What follows belongs to an exercise in optimizing a design on an open flow for small area and a short achievable clock period; a production flow would make more cautious choices. No run shown here included a check of the RTL's function; only the layout flow was run. No run shown here takes its clock network from TritonCTS; it comes from the design's own scripts or RTL. The clock input has no modelled driver; a real chip could not lean on it and would need a root buffer or a full tree. Power is estimated from default activity; no workload was simulated.

==> flow/design.v, too long to show whole: its modules and the start of the top module <==
// module c6288: 1344 lines
// module mul_fa: 4 lines
// module mul_fx: 6 lines
// module mul_x2: 3 lines
// module mul_maj: 3 lines
// module mul_han: 4 lines
// module mul_xn2: 3 lines
// module mul_inv: 3 lines
// module mul_nand2: 3 lines
// module mul_nor2: 3 lines
// module mul_aoi21: 3 lines
// module mul_oai21: 3 lines
// module mul_or2: 3 lines
// module mul_ha: 4 lines
// module c6288_top: 18 lines
module c6288_top (
  input         clk,
  input  [15:0] a,
  input  [15:0] b,
  output [31:0] p
);
  // ...
==> flow/flow/run.sh <==
#!/bin/bash
set -uo pipefail
source flow/params.sh
export RES=orfs/results/sky130hd/c6288_top/base
ARGS=(MATCH_CELL_FOOTPRINT=0 "BUFFER_PORTS_ARGS=-buffer_cell $PORT_BUF" SETUP_SLACK_MARGIN=$SETUP_MARGIN $EXTRA)
if [ -n "${CTS_OPTS:-}" ]; then ARGS+=("CTS_ARGS=$CTS_OPTS"); fi
bash standard.sh "${ARGS[@]}" floorplan > std_floorplan.log 2>&1 || exit 1
if [ -n "$IN_FF" ]; then
  IN_FF=$IN_FF openroad -no_init -exit flow/upsize.tcl > upsize.log 2>&1 || exit 1
fi
bash standard.sh "${ARGS[@]}" cts > std_cts.log 2>&1 || exit 1
if [ -n "$SKEW_CELLS" ]; then
  SKEW_CELLS="$SKEW_CELLS" ROOT_CELL="${ROOT_CELL:-}" P_GROUP="${P_GROUP:-8}" IN_ROOTS="${IN_ROOTS:-2}" openroad -no_init -exit flow/${SKEW_TCL:-skew.tcl} > skew.log 2>&1 || exit 1
fi
bash standard.sh "${ARGS[@]}" finish > std_finish.log 2>&1
st=$?
cp orfs/logs/sky130hd/c6288_top/base/*.log . 2>/dev/null
exit $st
==> flow/flow/params.sh <==
SETUP_MARGIN=10.7
PORT_BUF=sky130_fd_sc_hd__buf_1
IN_FF=sky130_fd_sc_hd__dfxtp_2
SKEW_CELLS="sky130_fd_sc_hd__clkdlybuf4s50_1 sky130_fd_sc_hd__clkbuf_8"
EXTRA="SKIP_CTS_REPAIR_TIMING=1 REMOVE_ABC_BUFFERS=1 SETUP_MOVE_SEQUENCE=sizeup,swap"
CTS_OPTS="-sink_clustering_enable -repair_clock_nets -dont_use_dummy_load -buf_list {sky130_fd_sc_hd__clkbuf_4 sky130_fd_sc_hd__clkbuf_8}"
SKEW_TCL="skew2.tcl"
ROOT_CELL="sky130_fd_sc_hd__clkbuf_16"
P_GROUP="8"
IN_ROOTS="3"
==> flow/flow/skew.tcl <==
read_db $::env(RES)/4_cts.odb
set block [ord::get_db_block]
set db [ord::get_db]
array set groups {}
foreach inst [$block getInsts] {
  if {[string match {p_q*} [$inst getName]]} {
    set it [$inst findITerm CLK]
    lappend groups([[$it getNet] getName]) $it
  }
}
set k 0
foreach netname [lsort [array names groups]] {
  set src [$block findNet $netname]
  set sx 0; set sy 0; set c 0
  foreach it $groups($netname) {
    set bb [[$it getInst] getBBox]
    incr sx [$bb xMin]; incr sy [$bb yMin]; incr c
  }
  set x [expr {$sx / $c}]; set y [expr {$sy / $c}]
  foreach cell $::env(SKEW_CELLS) {
    set buf [odb::dbInst_create $block [$db findMaster $cell] "skew_buf_$k"]
    set dst [odb::dbNet_create $block "skew_clk_$k"]
    $dst setSigType CLOCK
    [$buf findITerm A] connect $src
    [$buf findITerm X] connect $dst
    $buf setLocation $x $y
    $buf setPlacementStatus PLACED
    set src $dst
    incr k
  }
  foreach it $groups($netname) {
    $it disconnect
    $it connect $src
  }
  puts "leaf $netname: $c product registers behind $::env(SKEW_CELLS)"
}
global_connect
detailed_placement
check_placement
write_db $::env(RES)/4_cts.odb
==> flow/flow/skew2.tcl <==
read_db $::env(RES)/4_cts.odb
set block [ord::get_db_block]
set db [ord::get_db]
set portnet [$block findNet clk]
set root ""
foreach it [$portnet getITerms] { set root [$it getInst] }
$root swapMaster [$db findMaster $::env(ROOT_CELL)]
set rootnet [[$root findITerm X] getNet]
puts "root [$root getName] -> [$rootnet getName]"
set leaves {}
set pflops {}
set inflops {}
foreach inst [$block getInsts] {
  set name [$inst getName]
  if {[string match {a_q*} $name] || [string match {b_q*} $name] || [string match {p_q*} $name]} {
    set it [$inst findITerm CLK]
    set drv [[$it getNet] getFirstOutput]
    if {$drv ne "NULL" && $drv ne ""} {
      set d [$drv getInst]
      if {$d ne $root} { lappend leaves $d }
    }
    $it disconnect
    if {[string match {p_q*} $name]} {
      lappend pflops $inst
    } else {
      lappend inflops $inst
    }
  }
}
# operand registers: split by position among IN_ROOTS new root buffers
set pts {}
foreach inst $inflops {
  set bb [$inst getBBox]
  lappend pts [list $inst [$bb xMin] [$bb yMin]]
}
set pts [lsort -integer -index 2 $pts]
set nr $::env(IN_ROOTS)
set per [expr {([llength $pts] + $nr - 1) / $nr}]
for {set r 0} {$r < $nr} {incr r} {
  set grp [lrange $pts [expr {$r * $per}] [expr {$r * $per + $per - 1}]]
  set sx 0; set sy 0
  foreach p $grp { incr sx [lindex $p 1]; incr sy [lindex $p 2] }
  set n [llength $grp]
  set buf [odb::dbInst_create $block [$db findMaster $::env(ROOT_CELL)] "clk_in_root_$r"]
  set dst [odb::dbNet_create $block "clk_in_$r"]
  $dst setSigType CLOCK
  [$buf findITerm A] connect $portnet
  [$buf findITerm X] connect $dst
  $buf setLocation [expr {$sx / $n}] [expr {$sy / $n}]
  $buf setPlacementStatus PLACED
  foreach p $grp { [[lindex $p 0] findITerm CLK] connect $dst }
  puts "operand root $r: $n registers"
}
set pts {}
foreach inst $pflops {
  set bb [$inst getBBox]
  lappend pts [list $inst [$bb xMin] [$bb yMin]]
}
set pts [lsort -integer -index 2 $pts]
set gsize $::env(P_GROUP)
set k 0
set g 0
for {set i 0} {$i < [llength $pts]} {incr i $gsize} {
  set grp [lsort -integer -index 1 [lrange $pts $i [expr {$i + $gsize - 1}]]]
  set sx 0; set sy 0
  foreach p $grp { incr sx [lindex $p 1]; incr sy [lindex $p 2] }
  set n [llength $grp]
  set x [expr {$sx / $n}]; set y [expr {$sy / $n}]
  set src $rootnet
  foreach cell $::env(SKEW_CELLS) {
    set buf [odb::dbInst_create $block [$db findMaster $cell] "skew_buf_$k"]
    set dst [odb::dbNet_create $block "skew_clk_$k"]
    $dst setSigType CLOCK
    [$buf findITerm A] connect $src
    [$buf findITerm X] connect $dst
    $buf setLocation $x $y
    $buf setPlacementStatus PLACED
    set src $dst
    incr k
  }
  foreach p $grp { [[lindex $p 0] findITerm CLK] connect $src }
  puts "group $g: $n product registers behind $::env(SKEW_CELLS)"
  incr g
}
# remove the CTS leaf buffers that now drive nothing
foreach d [lsort -unique $leaves] {
  set out [[$d findITerm X] getNet]
  set loads 0
  if {$out ne "NULL"} {
    foreach it [$out getITerms] { if {[$it isInputSignal]} { incr loads } }
  }
  if {$loads == 0} {
    puts "removing [$d getName]"
    odb::dbInst_destroy $d
    if {$out ne "NULL"} { odb::dbNet_destroy $out }
  }
}
global_connect
detailed_placement
check_placement
write_db $::env(RES)/4_cts.odb
==> flow/flow/upsize.tcl <==
# Give the operand registers a stronger flip-flop of the same type.
read_db $::env(RES)/2_floorplan.odb
set block [ord::get_db_block]
set m [[ord::get_db] findMaster $::env(IN_FF)]
set n 0
foreach inst [$block getInsts] {
  set name [$inst getName]
  if {[string match {a_q*} $name] || [string match {b_q*} $name]} {
    $inst swapMaster $m
    incr n
  }
}
puts "upsized $n registers to $::env(IN_FF)"
write_db $::env(RES)/2_floorplan.odb
==> flow/standard.sh <==
#!/bin/bash
# synth_recipe.tcl (not shown) runs the flow's synth.tcl, then flattens the netlist and writes it again
# the make line also repeats each setting of config.mk as NAME=value (left out here)
make -C /OpenROAD-flow-scripts/flow DESIGN_CONFIG=/design/flow/config.mk WORK_HOME=/design/flow/orfs CLKGATE_MAP_FILE= SYNTH_SCRIPT=/design/flow/synth_recipe.tcl "${@:-finish}"
==> flow/config.mk <==
export PLATFORM = sky130hd
export DESIGN_NAME = c6288_top
export DESIGN_NICKNAME = c6288_top
export VERILOG_FILES = /design/flow/design.v
export SDC_FILE = /design/flow/constraint.sdc
export NUM_CORES = 4
export LEC_CHECK = 0
export CAP_MARGIN = 20
export CORE_MARGIN = 2
export CORE_UTILIZATION = 65
export SLEW_MARGIN = 20
export SYNTH_HIERARCHICAL = 1
export SYNTH_MINIMUM_KEEP_SIZE = 0
==> flow/constraint.sdc <==
create_clock -name core_clock -period 15.0 [get_ports {clk}]
set_input_delay 3.0000 -clock core_clock [delete_from_list [all_inputs] [get_ports {clk}]]
set_output_delay 3.0000 -clock core_clock [all_outputs]
set_load 0.01 [all_outputs]
==> reports/qor.log, run 1 <==
[logic_synthesis] Synthesis Warnings 7
[global_route] total congestion overflow after global routing 0
[logic_synthesis] number of flops mapped to enable cells by yosys 0
[min_path] Hold Path Origin b_q[1]
[logic_synthesis] synthesized area divided by synthesized cell count 10.4 um2
[timing] part of the cycle the worst path needs 30.5%
[die] number of standard-cell rows in the floorplan 39
[layout] number of standard cells in the layout, taps in and fillers out 905
[global_route] overall routing resource usage 32.6%
[timing] unrepaired setup endpoints after global routing yes
[die] Die H 113 um
[layout] non-clock buffer count in the final layout 77
[layout] area added between synthesis and finish 10.3%
[timing] final setup vio count 0
[placement] quantity of I/O buffers inserted on ports 64
[pwr] Power Sequential 286 uW
[logic_synthesis] top cells by area, synth fa_1, dfxtp_1, nand2_1, xnor2_1, ha_1
[logic_synthesis] ys flop type dfxtp_1
[critical_path] most frequent CP cell fa_2
[critical_path] capture point of the critical path p_q[30]
[placement] hpwl dp 14000 um
[min_path] worst hold path cell count 2
[logic_synthesis] area fraction of the dominant cell type after synthesis 50.2%
[timing] final hold violations 0
[timing] hold_ws 43.2 ps
[run_status] result of the run complete, no violations
[route] total routed wire length on the met1 layer 7500 um
[cts] clock-pin slew reported for the worst setup and hold paths after clock tree synthesis 80 ps
[pwr] worst voltage drop across the vdd grid 0.605 mV
[logic_synthesis] dominant combinational cell family by area after synthesis adder cells
[pwr] Power Internal 1350 uW
[logic_synthesis] number of standard cells after synthesis 748
[logic_synthesis] XOR/XNOR share of the synthesized area 4.96%
==> inputs of run 2 (changes only) <==
--- a/flow/design.v
+++ b/flow/design.v
@@ -931,26 +931,26 @@
   assign pp15_9 = ~(a[9] & b[15]);
   assign pp15_10 = ~(a[10] & b[15]);
   assign pp15_11 = ~(a[11] & b[15]);
   assign pp15_12 = ~(a[12] & b[15]);
   assign pp15_13 = ~(a[13] & b[15]);
   assign pp15_14 = ~(a[14] & b[15]);
   assign pp15_15 = ~(a[15] & b[15]);
   mul_han u_ha0 (.a(pp0_13), .b(pp10_3), .s(hs0), .co(hc0));
-  mul_fa u_fa1 (.a(pp0_14), .b(pp10_4), .c(pp11_3), .s(s1), .co(c1));
+  mul_fx u_fa1 (.a(pp0_14), .b(pp10_4), .c(pp11_3), .s(s1), .co(c1));
   mul_han u_ha2 (.a(pp12_2), .b(pp13_1), .s(hs2), .co(hc2));
-  mul_fa u_fa3 (.a(pp0_15), .b(pp10_5), .c(pp11_4), .s(s3), .co(c3));
+  mul_fx u_fa3 (.a(pp0_15), .b(pp10_5), .c(pp11_4), .s(s3), .co(c3));
   mul_fa u_fa4 (.a(pp12_3), .b(pp13_2), .c(pp14_1), .s(s4), .co(c4));
   mul_han u_ha5 (.a(pp15_0), .b(pp1_14), .s(hs5), .co(hc5));
-  mul_fa u_fa6 (.a(pp10_6), .b(pp11_5), .c(pp12_4), .s(s6), .co(c6));
+  mul_fx u_fa6 (.a(pp10_6), .b(pp11_5), .c(pp12_4), .s(s6), .co(c6));
   mul_fa u_fa7 (.a(pp13_3), .b(pp14_2), .c(pp15_1), .s(s7), .co(c7));
   mul_han u_ha8 (.a(pp1_15), .b(pp2_14), .s(hs8), .co(hc8));
   mul_fa u_fa9 (.a(pp10_7), .b(pp11_6), .c(pp12_5), .s(s9), .co(c9));
-  mul_fa u_fa10 (.a(pp13_4), .b(pp14_3), .c(pp15_2), .s(s10), .co(c10));
+  mul_fx u_fa10 (.a(pp13_4), .b(pp14_3), .c(pp15_2), .s(s10), .co(c10));
   mul_fa u_fa11 (.a(pp10_8), .b(pp11_7), .c(pp12_6), .s(s11), .co(c11));
   mul_han u_ha12 (.a(pp0_9), .b(pp1_8), .s(hs12), .co(hc12));
   mul_fa u_fa13 (.a(pp0_10), .b(pp10_0), .c(pp1_9), .s(s13), .co(c13));
   mul_han u_ha14 (.a(pp2_8), .b(pp3_7), .s(hs14), .co(hc14));
   mul_fa u_fa15 (.a(pp0_11), .b(pp10_1), .c(pp11_0), .s(s15), .co(c15));
   mul_fa u_fa16 (.a(pp1_10), .b(pp2_9), .c(pp3_8), .s(s16), .co(c16));
   mul_han u_ha17 (.a(pp4_7), .b(pp5_6), .s(hs17), .co(hc17));
   mul_fa u_fa18 (.a(pp0_12), .b(pp10_2), .c(pp11_1), .s(s18), .co(c18));
@@ -963,29 +963,29 @@
   mul_fa u_fa25 (.a(pp7_6), .b(pp8_5), .c(pp9_4), .s(s25), .co(c25));
   mul_fa u_fa26 (.a(pp14_0), .b(pp1_13), .c(pp2_12), .s(s26), .co(c26));
   mul_fa u_fa27 (.a(pp3_11), .b(pp4_10), .c(pp5_9), .s(s27), .co(c27));
   mul_fa u_fa28 (.a(pp6_8), .b(pp7_7), .c(pp8_6), .s(s28), .co(c28));
   mul_fa u_fa29 (.a(pp9_5), .b(hc0), .c(hs2), .s(s29), .co(c29));
   mul_fa u_fa30 (.a(pp2_13), .b(pp3_12), .c(pp4_11), .s(s30), .co(c30));
   mul_fa u_fa31 (.a(pp5_10), .b(pp6_9), .c(pp7_8), .s(s31), .co(c31));
   mul_fa u_fa32 (.a(pp8_7), .b(pp9_6), .c(hc2), .s(s32), .co(c32));
-  mul_fa u_fa33 (.a(hs5), .b(c1), .c(s3), .s(s33), .co(c33));
+  mul_fx u_fa33 (.a(hs5), .b(c1), .c(s3), .s(s33), .co(c33));
   mul_fa u_fa34 (.a(pp3_13), .b(pp4_12), .c(pp5_11), .s(s34), .co(c34));
   mul_fa u_fa35 (.a(pp6_10), .b(pp7_9), .c(pp8_8), .s(s35), .co(c35));
   mul_fa u_fa36 (.a(pp9_7), .b(hc5), .c(hs8), .s(s36), .co(c36));
-  mul_fa u_fa37 (.a(c3), .b(c4), .c(s6), .s(s37), .co(c37));
+  mul_fx u_fa37 (.a(c3), .b(c4), .c(s6), .s(s37), .co(c37));
   mul_fa u_fa38 (.a(pp2_15), .b(pp3_14), .c(pp4_13), .s(s38), .co(c38));
   mul_fa u_fa39 (.a(pp5_12), .b(pp6_11), .c(pp7_10), .s(s39), .co(c39));
   mul_fa u_fa40 (.a(pp8_9), .b(pp9_8), .c(hc8), .s(s40), .co(c40));
-  mul_fa u_fa41 (.a(c6), .b(c7), .c(s10), .s(s41), .co(c41));
+  mul_fx u_fa41 (.a(c6), .b(c7), .c(s10), .s(s41), .co(c41));
   mul_fa u_fa42 (.a(pp13_5), .b(pp14_4), .c(pp15_3), .s(s42), .co(c42));
   mul_fa u_fa43 (.a(pp3_15), .b(pp4_14), .c(pp5_13), .s(s43), .co(c43));
   mul_fa u_fa44 (.a(pp6_12), .b(pp7_11), .c(pp8_10), .s(s44), .co(c44));
-  mul_fa u_fa45 (.a(pp9_9), .b(c10), .c(c9), .s(s45), .co(c45));
+  mul_fx u_fa45 (.a(pp9_9), .b(c10), .c(c9), .s(s45), .co(c45));
   mul_fa u_fa46 (.a(pp10_9), .b(pp11_8), .c(pp12_7), .s(s46), .co(c46));
   mul_fa u_fa47 (.a(pp13_6), .b(pp14_5), .c(pp15_4), .s(s47), .co(c47));
   mul_fa u_fa48 (.a(pp4_15), .b(pp5_14), .c(pp6_13), .s(s48), .co(c48));
   mul_fa u_fa49 (.a(pp7_12), .b(pp8_11), .c(pp9_10), .s(s49), .co(c49));
   mul_fa u_fa50 (.a(pp10_10), .b(pp11_9), .c(pp12_8), .s(s50), .co(c50));
   mul_fa u_fa51 (.a(pp13_7), .b(pp14_6), .c(pp15_5), .s(s51), .co(c51));
   mul_fa u_fa52 (.a(pp5_15), .b(pp6_14), .c(pp7_13), .s(s52), .co(c52));
   mul_fa u_fa53 (.a(pp10_11), .b(pp11_10), .c(pp12_9), .s(s53), .co(c53));
@@ -1012,29 +1012,29 @@
   mul_fa u_fa74 (.a(hc21), .b(hs0), .c(c18), .s(s74), .co(c74));
   mul_fa u_fa75 (.a(c19), .b(c20), .c(s22), .s(s75), .co(c75));
   mul_fa u_fa76 (.a(s23), .b(s24), .c(s25), .s(s76), .co(c76));
   mul_fa u_fa77 (.a(c22), .b(c23), .c(c24), .s(s77), .co(c77));
   mul_fa u_fa78 (.a(c25), .b(s1), .c(s26), .s(s78), .co(c78));
   mul_fa u_fa79 (.a(s27), .b(s28), .c(s29), .s(s79), .co(c79));
   mul_fa u_fa80 (.a(c26), .b(c27), .c(c28), .s(s80), .co(c80));
   mul_fa u_fa81 (.a(s30), .b(s31), .c(s4), .s(s81), .co(c81));
-  mul_fa u_fa82 (.a(c29), .b(s32), .c(s33), .s(s82), .co(c82));
+  mul_fx u_fa82 (.a(c29), .b(s32), .c(s33), .s(s82), .co(c82));
   mul_fa u_fa83 (.a(c30), .b(c31), .c(s34), .s(s83), .co(c83));
   mul_fa u_fa84 (.a(s35), .b(s7), .c(c32), .s(s84), .co(c84));
-  mul_fa u_fa85 (.a(s36), .b(c33), .c(s37), .s(s85), .co(c85));
+  mul_fx u_fa85 (.a(s36), .b(c33), .c(s37), .s(s85), .co(c85));
   mul_fa u_fa86 (.a(c34), .b(c35), .c(s38), .s(s86), .co(c86));
   mul_fa u_fa87 (.a(s39), .b(s9), .c(c36), .s(s87), .co(c87));
   mul_fa u_fa88 (.a(s40), .b(c37), .c(s41), .s(s88), .co(c88));
   mul_fa u_fa89 (.a(c38), .b(c39), .c(s11), .s(s89), .co(c89));
   mul_fa u_fa90 (.a(s42), .b(s43), .c(s44), .s(s90), .co(c90));
-  mul_fa u_fa91 (.a(c40), .b(c41), .c(s45), .s(s91), .co(c91));
+  mul_fx u_fa91 (.a(c40), .b(c41), .c(s45), .s(s91), .co(c91));
   mul_fa u_fa92 (.a(c11), .b(c42), .c(c43), .s(s92), .co(c92));
   mul_fa u_fa93 (.a(c44), .b(s46), .c(s47), .s(s93), .co(c93));
-  mul_fa u_fa94 (.a(s48), .b(s49), .c(c45), .s(s94), .co(c94));
+  mul_fx u_fa94 (.a(s48), .b(s49), .c(c45), .s(s94), .co(c94));
   mul_fa u_fa95 (.a(pp8_12), .b(pp9_11), .c(c46), .s(s95), .co(c95));
   mul_fa u_fa96 (.a(c47), .b(c48), .c(c49), .s(s96), .co(c96));
   mul_fa u_fa97 (.a(s50), .b(s51), .c(s52), .s(s97), .co(c97));
   mul_fa u_fa98 (.a(pp6_15), .b(pp7_14), .c(pp8_13), .s(s98), .co(c98));
   mul_fa u_fa99 (.a(pp9_12), .b(c50), .c(c51), .s(s99), .co(c99));
   mul_fa u_fa100 (.a(c52), .b(s53), .c(s54), .s(s100), .co(c100));
   mul_fa u_fa101 (.a(pp13_9), .b(pp14_8), .c(pp15_7), .s(s101), .co(c101));
   mul_fa u_fa102 (.a(pp7_15), .b(pp8_14), .c(pp9_13), .s(s102), .co(c102));
@@ -1062,25 +1062,25 @@
   mul_fa u_fa124 (.a(s69), .b(c67), .c(s70), .s(s124), .co(c124));
   mul_fa u_fa125 (.a(c68), .b(c69), .c(s71), .s(s125), .co(c125));
   mul_fa u_fa126 (.a(c70), .b(s72), .c(s73), .s(s126), .co(c126));
   mul_fa u_fa127 (.a(c71), .b(c72), .c(c73), .s(s127), .co(c127));
   mul_fa u_fa128 (.a(s74), .b(s75), .c(s76), .s(s128), .co(c128));
   mul_fa u_fa129 (.a(c74), .b(c75), .c(c76), .s(s129), .co(c129));
   mul_fa u_fa130 (.a(s77), .b(s78), .c(s79), .s(s130), .co(c130));
   mul_fa u_fa131 (.a(c77), .b(c78), .c(s80), .s(s131), .co(c131));
-  mul_fa u_fa132 (.a(s81), .b(c79), .c(s82), .s(s132), .co(c132));
+  mul_fx u_fa132 (.a(s81), .b(c79), .c(s82), .s(s132), .co(c132));
   mul_fa u_fa133 (.a(c80), .b(c81), .c(s83), .s(s133), .co(c133));
-  mul_fa u_fa134 (.a(s84), .b(c82), .c(s85), .s(s134), .co(c134));
+  mul_fx u_fa134 (.a(s84), .b(c82), .c(s85), .s(s134), .co(c134));
   mul_fa u_fa135 (.a(c83), .b(s86), .c(c84), .s(s135), .co(c135));
   mul_fa u_fa136 (.a(s87), .b(c85), .c(s88), .s(s136), .co(c136));
   mul_fa u_fa137 (.a(c86), .b(s89), .c(s90), .s(s137), .co(c137));
-  mul_fa u_fa138 (.a(c87), .b(c88), .c(s91), .s(s138), .co(c138));
+  mul_fx u_fa138 (.a(c87), .b(c88), .c(s91), .s(s138), .co(c138));
   mul_fa u_fa139 (.a(c89), .b(c90), .c(s92), .s(s139), .co(c139));
-  mul_fa u_fa140 (.a(s93), .b(c91), .c(s94), .s(s140), .co(c140));
+  mul_fx u_fa140 (.a(s93), .b(c91), .c(s94), .s(s140), .co(c140));
   mul_fa u_fa141 (.a(c92), .b(c93), .c(s95), .s(s141), .co(c141));
   mul_fa u_fa142 (.a(s96), .b(s97), .c(c94), .s(s142), .co(c142));
   mul_fa u_fa143 (.a(s98), .b(c95), .c(c96), .s(s143), .co(c143));
   mul_fa u_fa144 (.a(c97), .b(s99), .c(s100), .s(s144), .co(c144));
   mul_fa u_fa145 (.a(c98), .b(s101), .c(s102), .s(s145), .co(c145));
   mul_fa u_fa146 (.a(c99), .b(c100), .c(s103), .s(s146), .co(c146));
   mul_fa u_fa147 (.a(c101), .b(c102), .c(s104), .s(s147), .co(c147));
   mul_fa u_fa148 (.a(s105), .b(c103), .c(s106), .s(s148), .co(c148));
@@ -1099,20 +1099,20 @@
   mul_fa u_fa161 (.a(c115), .b(s117), .c(c116), .s(s161), .co(c161));
   mul_fa u_fa162 (.a(c117), .b(c118), .c(s119), .s(s162), .co(c162));
   mul_fa u_fa163 (.a(c119), .b(s121), .c(c120), .s(s163), .co(c163));
   mul_fa u_fa164 (.a(c121), .b(s123), .c(c122), .s(s164), .co(c164));
   mul_fa u_fa165 (.a(c123), .b(s125), .c(c124), .s(s165), .co(c165));
   mul_fa u_fa166 (.a(c125), .b(c126), .c(s127), .s(s166), .co(c166));
   mul_fa u_fa167 (.a(c127), .b(c128), .c(s129), .s(s167), .co(c167));
   mul_fa u_fa168 (.a(c129), .b(s131), .c(c130), .s(s168), .co(c168));
-  mul_fa u_fa169 (.a(c131), .b(s133), .c(c132), .s(s169), .co(c169));
-  mul_fa u_fa170 (.a(c133), .b(s135), .c(c134), .s(s170), .co(c170));
-  mul_fa u_fa171 (.a(c135), .b(s137), .c(s138), .s(s171), .co(c171));
-  mul_fa u_fa172 (.a(c137), .b(s139), .c(s140), .s(s172), .co(c172));
+  mul_fx u_fa169 (.a(c131), .b(s133), .c(c132), .s(s169), .co(c169));
+  mul_fx u_fa170 (.a(c133), .b(s135), .c(c134), .s(s170), .co(c170));
+  mul_fx u_fa171 (.a(c135), .b(s137), .c(s138), .s(s171), .co(c171));
+  mul_fx u_fa172 (.a(c137), .b(s139), .c(s140), .s(s172), .co(c172));
   mul_fa u_fa173 (.a(c139), .b(s141), .c(s142), .s(s173), .co(c173));
   mul_fa u_fa174 (.a(c141), .b(s143), .c(s144), .s(s174), .co(c174));
   mul_fa u_fa175 (.a(s145), .b(c143), .c(c144), .s(s175), .co(c175));
   mul_fa u_fa176 (.a(c145), .b(s147), .c(c146), .s(s176), .co(c176));
   mul_fa u_fa177 (.a(c147), .b(s149), .c(c148), .s(s177), .co(c177));
   mul_fa u_fa178 (.a(s151), .b(c149), .c(s152), .s(s178), .co(c178));
   mul_fa u_fa179 (.a(c151), .b(s153), .c(c152), .s(s179), .co(c179));
   mul_fa u_fa180 (.a(pp15_12), .b(c153), .c(s155), .s(s180), .co(c180));
@@ -1126,20 +1126,20 @@
   mul_fa u_fa188 (.a(s118), .b(c160), .c(s161), .s(s188), .co(c188));
   mul_fa u_fa189 (.a(s120), .b(c161), .c(s162), .s(s189), .co(c189));
   mul_fa u_fa190 (.a(c162), .b(s122), .c(s163), .s(s190), .co(c190));
   mul_fa u_fa191 (.a(s124), .b(c163), .c(s164), .s(s191), .co(c191));
   mul_fa u_fa192 (.a(s126), .b(c164), .c(s165), .s(s192), .co(c192));
   mul_fa u_fa193 (.a(s128), .b(c165), .c(s166), .s(s193), .co(c193));
   mul_fa u_fa194 (.a(s130), .b(c166), .c(s167), .s(s194), .co(c194));
   mul_fa u_fa195 (.a(c167), .b(s132), .c(s168), .s(s195), .co(c195));
-  mul_fa u_fa196 (.a(s134), .b(c168), .c(s169), .s(s196), .co(c196));
-  mul_fa u_fa197 (.a(s136), .b(c169), .c(s170), .s(s197), .co(c197));
-  mul_fa u_fa198 (.a(c136), .b(c170), .c(s171), .s(s198), .co(c198));
-  mul_fa u_fa199 (.a(c138), .b(s172), .c(c171), .s(s199), .co(c199));
+  mul_fx u_fa196 (.a(s134), .b(c168), .c(s169), .s(s196), .co(c196));
+  mul_fx u_fa197 (.a(s136), .b(c169), .c(s170), .s(s197), .co(c197));
+  mul_fx u_fa198 (.a(c136), .b(c170), .c(s171), .s(s198), .co(c198));
+  mul_fx u_fa199 (.a(c138), .b(s172), .c(c171), .s(s199), .co(c199));
   mul_fa u_fa200 (.a(c140), .b(s173), .c(c172), .s(s200), .co(c200));
   mul_fa u_fa201 (.a(c142), .b(s174), .c(c173), .s(s201), .co(c201));
   mul_fa u_fa202 (.a(s146), .b(s175), .c(c174), .s(s202), .co(c202));
   mul_fa u_fa203 (.a(s148), .b(c175), .c(s176), .s(s203), .co(c203));
   mul_fa u_fa204 (.a(s150), .b(s177), .c(c176), .s(s204), .co(c204));
   mul_fa u_fa205 (.a(c150), .b(s178), .c(c177), .s(s205), .co(c205));
   mul_fa u_fa206 (.a(s154), .b(c178), .c(s179), .s(s206), .co(c206));
   mul_fa u_fa207 (.a(c154), .b(s180), .c(c179), .s(s207), .co(c207));
@@ -1177,17 +1177,18 @@
   mul_ha u_cpa25 (.a(xn[25]), .b(yn[25]), .s(pg[25]), .co(kl[25]));
   mul_ha u_cpa26 (.a(xn[26]), .b(yn[26]), .s(pg[26]), .co(kl[26]));
   mul_ha u_cpa27 (.a(xn[27]), .b(yn[27]), .s(pg[27]), .co(kl[27]));
   mul_ha u_cpa28 (.a(xn[28]), .b(yn[28]), .s(pg[28]), .co(kl[28]));
   mul_ha u_cpa29 (.a(xn[29]), .b(yn[29]), .s(pg[29]), .co(kl[29]));
   mul_ha u_cpa30 (.a(xn[30]), .b(yn[30]), .s(pg[30]), .co(kl[30]));
   assign pg[31] = 1'b0;
   assign kl[31] = 1'b1;
-  wire rg1 = kl[1] | (pg[1] & 1'b1);
+  wire nc0 = kl[0] | pg[0];
+  wire rg1 = kl[1] | (pg[1] & nc0);
   wire rg2 = kl[2] | (pg[2] & rg1);
   wire rg3 = kl[3] | (pg[3] & rg2);
   wire G0_5 = kl[5] | (pg[5] & kl[4]);
   wire P0_5 = pg[5] & pg[4];
   wire G0_7 = kl[7] | (pg[7] & kl[6]);
   wire P0_7 = pg[7] & pg[6];
   wire G0_9 = kl[9] | (pg[9] & kl[8]);
   wire P0_9 = pg[9] & pg[8];
@@ -1305,17 +1306,17 @@
   wire G4_25 = G3_25 | (P3_25 & G3_15);
   wire G4_26 = G3_26 | (P3_26 & G3_15);
   wire G4_27 = G3_27 | (P3_27 & G3_15);
   wire G4_28 = G3_28 | (P3_28 & G3_15);
   wire G4_29 = G3_29 | (P3_29 & G3_15);
   wire G4_30 = G3_30 | (P3_30 & G3_15);
   wire G4_31 = G3_31 | (P3_31 & G3_15);
   assign p[0] = pg[0];
-  assign p[1] = pg[1];
+  mul_xn2 u_sum1 (.a(pg[1]), .b(nc0), .y(p[1]));
   mul_xn2 u_sum2 (.a(pg[2]), .b(rg1), .y(p[2]));
   mul_xn2 u_sum3 (.a(pg[3]), .b(rg2), .y(p[3]));
   mul_xn2 u_sum4 (.a(pg[4]), .b(rg3), .y(p[4]));
   mul_xn2 u_sum5 (.a(pg[5]), .b(G2_4), .y(p[5]));
   mul_xn2 u_sum6 (.a(pg[6]), .b(G2_5), .y(p[6]));
   mul_xn2 u_sum7 (.a(pg[7]), .b(G2_6), .y(p[7]));
   mul_xn2 u_sum8 (.a(pg[8]), .b(G2_7), .y(p[8]));
   mul_xn2 u_sum9 (.a(pg[9]), .b(G3_8), .y(p[9]));
@@ -1335,17 +1336,17 @@
   mul_xn2 u_sum23 (.a(pg[23]), .b(G4_22), .y(p[23]));
   mul_xn2 u_sum24 (.a(pg[24]), .b(G4_23), .y(p[24]));
   mul_xn2 u_sum25 (.a(pg[25]), .b(G4_24), .y(p[25]));
   mul_xn2 u_sum26 (.a(pg[26]), .b(G4_25), .y(p[26]));
   mul_xn2 u_sum27 (.a(pg[27]), .b(G4_26), .y(p[27]));
   mul_xn2 u_sum28 (.a(pg[28]), .b(G4_27), .y(p[28]));
   mul_xn2 u_sum29 (.a(pg[29]), .b(G4_28), .y(p[29]));
   mul_xn2 u_sum30 (.a(pg[30]), .b(G4_29), .y(p[30]));
-  assign p[31] = ~G4_30;
+  mul_xn2 u_sum31 (.a(pg[31]), .b(G4_30), .y(p[31]));
 endmodule
 module mul_fa (input a, input b, input c, output s, output co);
   assign s  = a ^ b ^ c;
   assign co = (a & b) | (a & c) | (b & c);
 endmodule
 module mul_fx (input a, input b, input c, output s, output co);
   wire t;
   mul_x2  u_x1 (.a(a), .b(b), .y(t));
@@ -1360,31 +1361,16 @@
 endmodule
 module mul_han (input a, input b, output s, output co);
   mul_xn2 u_x (.a(a), .b(b), .y(s));
   mul_or2 u_o (.a(a), .b(b), .y(co));
 endmodule
 module mul_xn2 (input a, input b, output y);
   assign y = ~(a ^ b);
 endmodule
-module mul_inv (input a, output y);
-  assign y = ~a;
-endmodule
-module mul_nand2 (input a, input b, output y);
-  assign y = ~(a & b);
-endmodule
-module mul_nor2 (input a, input b, output y);
-  assign y = ~(a | b);
-endmodule
-module mul_aoi21 (input a1, input a2, input b1, output y);
-  assign y = ~((a1 & a2) | b1);
-endmodule
-module mul_oai21 (input a1, input a2, input b1, output y);
-  assign y = ~((a1 | a2) & b1);
-endmodule
 module mul_or2 (input a, input b, output y);
   assign y = a | b;
 endmodule
 module mul_ha (input a, input b, output s, output co);
   assign s  = a ^ b;
   assign co = a & b;
 endmodule
 module c6288_top (
==> flow/flow/params.sh (replaced) <==
SETUP_MARGIN=10.6
PORT_BUF=sky130_fd_sc_hd__buf_1
IN_FF=sky130_fd_sc_hd__dfxtp_2
SKEW_CELLS="sky130_fd_sc_hd__clkdlybuf4s50_1 sky130_fd_sc_hd__clkbuf_8"
EXTRA="SKIP_CTS_REPAIR_TIMING=1 REMOVE_ABC_BUFFERS=1 SETUP_MOVE_SEQUENCE=sizeup,swap"
CTS_OPTS="-sink_clustering_enable -repair_clock_nets -dont_use_dummy_load -buf_list {sky130_fd_sc_hd__clkbuf_4 sky130_fd_sc_hd__clkbuf_8}"
SKEW_TCL="skew2.tcl"
ROOT_CELL="sky130_fd_sc_hd__clkbuf_16"
P_GROUP="8"
IN_ROOTS="3"
==> run 2 against run 1 <==
Net effect:
- sequential share of layout area decreased by 0.36 points
- critical path depth shrank 15
- first-iteration DRC count is 7.4% lower
- critical path type is now register to output pin
- critical endpoint is now p[20]
==> reports/qor.log, run 2 <==
[run_status] result of the run complete, no violations [unchanged]
[die] number of ports placed on the die boundary 65 [unchanged]
[logic_synthesis] synthesized area divided by synthesized cell count 9.84 um2 [was 10.4 um2]
[logic_synthesis] Netlist Area Pre-Place 0.00809 mm2 [was 0.00777 mm2]
[critical_path] startpoint of the worst register-to-register path b_q[6] [was b_q[13]]
[global_route] wire length of the first global-routing pass 32100 um [was 31100 um]
[cts] clock insertion delay at the later pin of the skew report 780 ps [was 820 ps]
[layout] area added between synthesis and finish 6.82% [was 10.3%]
[global_route] overall routing resource usage 32.1% [was 32.6%]
[critical_path] Critical Path, Cell by Cell buf_1 [was nand2_2, fa_2, fa_1, fa_2, fa_1, fa_2, fa_2, ha_4, a21oi_2, o21ai_4, a221oi_4, nand2_1, o21ba_4, a31o_4, a21o_1, xnor2_1]
[pwr] share of power burned in combinational logic 80.6% [was 81.9%]
[flow_run] reported max-cap violation count 0 [unchanged]
[pwr] Power Internal 1200 uW [was 1350 uW]
[layout] layout cells sized above 1 9.32% [was 15.2%]
[placement] gpl congestion 0.899 [was 0.877]
[layout] total non-filler cell area in the finished layout 0.00864 mm2 [was 0.00857 mm2]
[critical_path] Crit Path Class register to output pin [was register to register]
[timing] post-layout minimum cycle time 4260 ps [was 4580 ps]
[global_route] number of global-route vias before repair 6292 [was 6085]
[logic_synthesis] most numerous cell in the Yosys netlist nand2_1 [unchanged]
[timing] Least-Margin Pin Slew 816 ps [was 805 ps]
[logic_synthesis] top cells by area, synth fa_1, dfxtp_1, nand2_1, xor2_1, xnor2_1 [was fa_1, dfxtp_1, nand2_1, xnor2_1, ha_1]
[timing] Setup TNS Final 0 ps [unchanged]
[pwr] Leak Pwr 0.00307 uW [was 0.00300 uW]
[logic_synthesis] number of distinct library cells after synthesis 40 [was 35]
[die] die outline width 116 um [was 113 um]
[critical_path] Max FO, Critical Path 1 [was 16]
[route] DRC marker count from the first detailed-route iteration 401 [was 433]
[logic_synthesis] Synthesis Warnings 7 [unchanged]
[critical_path] CP Launch Point p_q[20] [was b_q[13]]
[route] total vias in the final route 5811 [was 5480]
[route] detailed-route wire length 19500 um [was 19200 um]
[critical_path] critical path required time 12000 ps [was 15670 ps]
[timing] final setup vio count 0 [unchanged]
[cts] number of clock sinks seen by CTS 64 [unchanged]
[die] initial standard-cell utilization of the core 67.1% [was 67.2%]
[pwr] Clock power frac 6.7% [was 6.6%]
[route] wire length per cell 19.4 um [was 21.3 um]
[critical_path] Startpoint Class register [unchanged]
[layout] Ant. Diodes 0 [unchanged]
[layout] final net count 1073 [was 1022]
[layout] number of flip-flops under the largest register name 32 [unchanged]
[timing] part of the cycle the worst path needs 28.4% [was 30.5%]
[logic_synthesis] Async S/R FF share, synth 0% [unchanged]
[global_route] pin count of the biggest net entering global routing 17 [unchanged]
[critical_path] Worst path max stage delay 320 ps [was 560 ps]
[critical_path] arrival time at the worst endpoint 1250 ps [was 5250 ps]
[logic_synthesis] number of flops mapped to enable cells by yosys 0 [unchanged]
[logic_synthesis] list of most frequent post-synthesis cells nand2_1, fa_1, dfxtp_1 [unchanged]
[layout] fill cell instance count of the final layout 916 [was 817]
[die] Die ar. 0.0134 mm2 [was 0.0129 mm2]
[min_path] Hold Path Origin a_q[15] [was b_q[1]]
[pwr] worst voltage drop across the vdd grid 0.256 mV [was 0.605 mV]
[pwr] Sequential Power Share 12.7% [was 11.5%]
[route] Post-DRT Antenna Nets 0 [unchanged]
[layout] most used cells in the layout excluding fill and tap cells nand2_1, fa_1, buf_1 [unchanged]
[logic_synthesis] number of standard cells after synthesis 822 [was 748]
[global_route] initial antenna violation count 0 [unchanged]
[min_path] Hold Crit Class register to register [unchanged]
[die] Die H 116 um [was 113 um]
[logic_synthesis] proportion of synthesized chip area in sequential cells 15.8% [was 16.5%]
[pwr] switching power total 1060 uW [was 1120 uW]
[layout] largest registers p_q: 32 flops, a_q: 16 flops, b_q: 16 flops [unchanged]
[die] area of the core 0.0121 mm2 [was 0.0116 mm2]
[logic_synthesis] area fraction of the dominant cell type after synthesis 42.3% [was 50.2%]
[pwr] Switching Share 46.9% [was 45.4%]
[die] number of standard-cell rows in the floorplan 40 [was 39]
[route] total DRC errors in the routed layout 0 [unchanged]
[global_route] total congestion overflow after global routing 0 [unchanged]
[logic_synthesis] post-synthesis register bit count 64 [unchanged]
[layout] final core utilization 71.7% [was 74.1%]
[cts] clock-pin slew reported for the worst setup and hold paths after clock tree synthesis 70 ps [was 80 ps]
[logic_synthesis] cell taking the most area after synthesis fa_1 [unchanged]
[placement] dpl cell area 0.00834 mm2 [was 0.00799 mm2]
[layout] leading cell type in the layout, fill and taps excluded nand2_1 [unchanged]
[timing] final hold violations 0 [unchanged]
[critical_path] type of destination of the critical path output pin [was register]
[layout] Reg with most FFs p_q [unchanged]
[timing] fmax 0.235 GHz [was 0.218 GHz]
[placement] hpwl dp 14800 um [was 14000 um]
[route] detail-routed via count per cell 5.78 [was 6.06]
[route] count of TritonRoute iterations in the first routing pass 5 [unchanged]
[timing] clk_skew 664 ps [was 693 ps]
[critical_path] critical path buffer and inverter count 1 [was 0]
[pwr] power density cells 262 mW/mm2 [was 289 mW/mm2]
[timing] Relative slew margins 45.0% [was 45.8%]
[critical_path] critical-path cell with the highest stage delay dfxtp_1 [was fa_2]
[critical_path] Top delay family on crit path flip-flops [was adder cells]
[placement] quantity of I/O buffers inserted on ports 64 [unchanged]
[logic_synthesis] ys flop type dfxtp_1 [unchanged]
[timing] unrepaired setup endpoints after global routing no [was yes]
[timing] Slew Limit Fails 0 [unchanged]
## run 2: changes by cell type after synthesis, moves of 3 or more
cell     previous run  this run
nor3_1              0         5
fa_1              195       171
nor2_1              2        12
maj3_2              0        24
nand2_1           263       267
and3_1              0         4
a21oi_1            11        17
xor2_1              0        48
a21o_1             17        12
a21oi_2             3         0
## run 2: final timing paths
check / endpoint / cells past startpoint / slack, ps
setup / recovery: p[20] / 1 / 10750
hold / removal: p_q[30] / 3 / 160
setup reg to reg: p_q[31] / 13 / 10780
hold reg to reg: p_q[30] / 3 / 160
## run 2: modules after synthesis, one instance, submodules excluded, a selection
| module | flip-flops and latches | cells inside | cell area [um2] |
|---|---|---|---|
| c6288 | 0 | 424 | 1820 |
| c6288_top | 64 | 64 | 1280 |
| mul_fa | 0 | 1 | 20.0 |
| mul_ha | 0 | 1 | 12.5 |
| mul_maj | 0 | 1 | 11.3 |
| mul_x2 | 0 | 1 | 8.76 |
| mul_xn2 | 0 | 1 | 8.76 |
| mul_or2 | 0 | 1 | 6.26 |
## run 2: layout make-up
type,count,area (um2),share of cell area [%]
Multi-Input combinational cell,691,6580,76.1
Sequential cell,64,1380,16.0
Tap cell,168,210,2.43
Inverter,4,15.0,0.174
Timing Repair Buffer,66,260,3.01
Clock buffer,1,25.0,0.290
Buffer,11,170,1.97
## run 2: cell families after synthesis
logic type,Yosys count,synth area share (%)
other,2,0.0928
xor gates and xnor gates,94,10.2
AOI/OAI and AO/OA,55,4.79
and+or+nand+nor,315,15.7
buffers and inverters,67,3.15
DFF,64,15.8
adders and majority gates,225,50.3
## run 2: layer usage
layer | track usage [%] | wire length (um) | vias up
met4 | 12.4 | 561 | 0
met5 | 0 | 0 | -
li1 | - | - | 2584
met2 | 49.9 | 9150 | 261
met3 | 6.22 | 1510 | 40
met1 | 45.3 | 8310 | 2926
## run 2: metrics by stage
| stage | power, uW | std cells | setup slack, ps | hold WS (ps) |
|---|---|---|---|---|
| 2_1_floorplan | 1720 | 759 | 10360 | 627 |
| 3_3_place_gp | 2020 | 991 | 10100 | 640 |
| 3_5_place_dp | 2090 | 991 | 10000 | 640 |
| 4_1_cts | 2210 | 1000 | 9980 | 651 |
| 5_1_grt | 2500 | 1005 | 10580 | 177 |
| 6_report | 2260 | 1005 | 10750 | 163 |
## run 2: power groups by stage
stage,Sequential (uW),Clock [uW],Combinational (uW)
after floorplan,304,0,1410
after global placement,292,0,1730
after detailed placement,293,0,1790
after CTS,289,117,1800
after global routing,293,163,2040
final,288,151,1820

-- afterwards: timing with drivers on the ports --
No port has a modelled driver above. Below, the same layouts with a new extraction and two added sets of constraints. Step 1 assumes that a clkbuf_16 drives the clock port and a buf_2 every other input. Step 2, shift: input delay + t, output delay - t, t = (earliest + latest rising clock arrival at the registers) / 2. This alone moves slack from input paths to output paths. a / b / c = no drivers / after step 1 / after step 2; a / b = the first two.
run | shift t [ns] | setup WS [ns] | hold WS [ns] | latest minus earliest clock arrival (ns)
run 1 | 0.554 | 10.420 / 10.420 / 10.420 | 0.043 / 0.043 / 0.043 | 0.693 / 0.692
run 2 | 0.528 | 10.745 / 10.668 / 10.784 | 0.163 / 0.163 / 0.163 | 0.664 / 0.664
In run 1 and run 2 the clock reaches the registers at very different times; t lies between them, and the last value is a rough guide only.
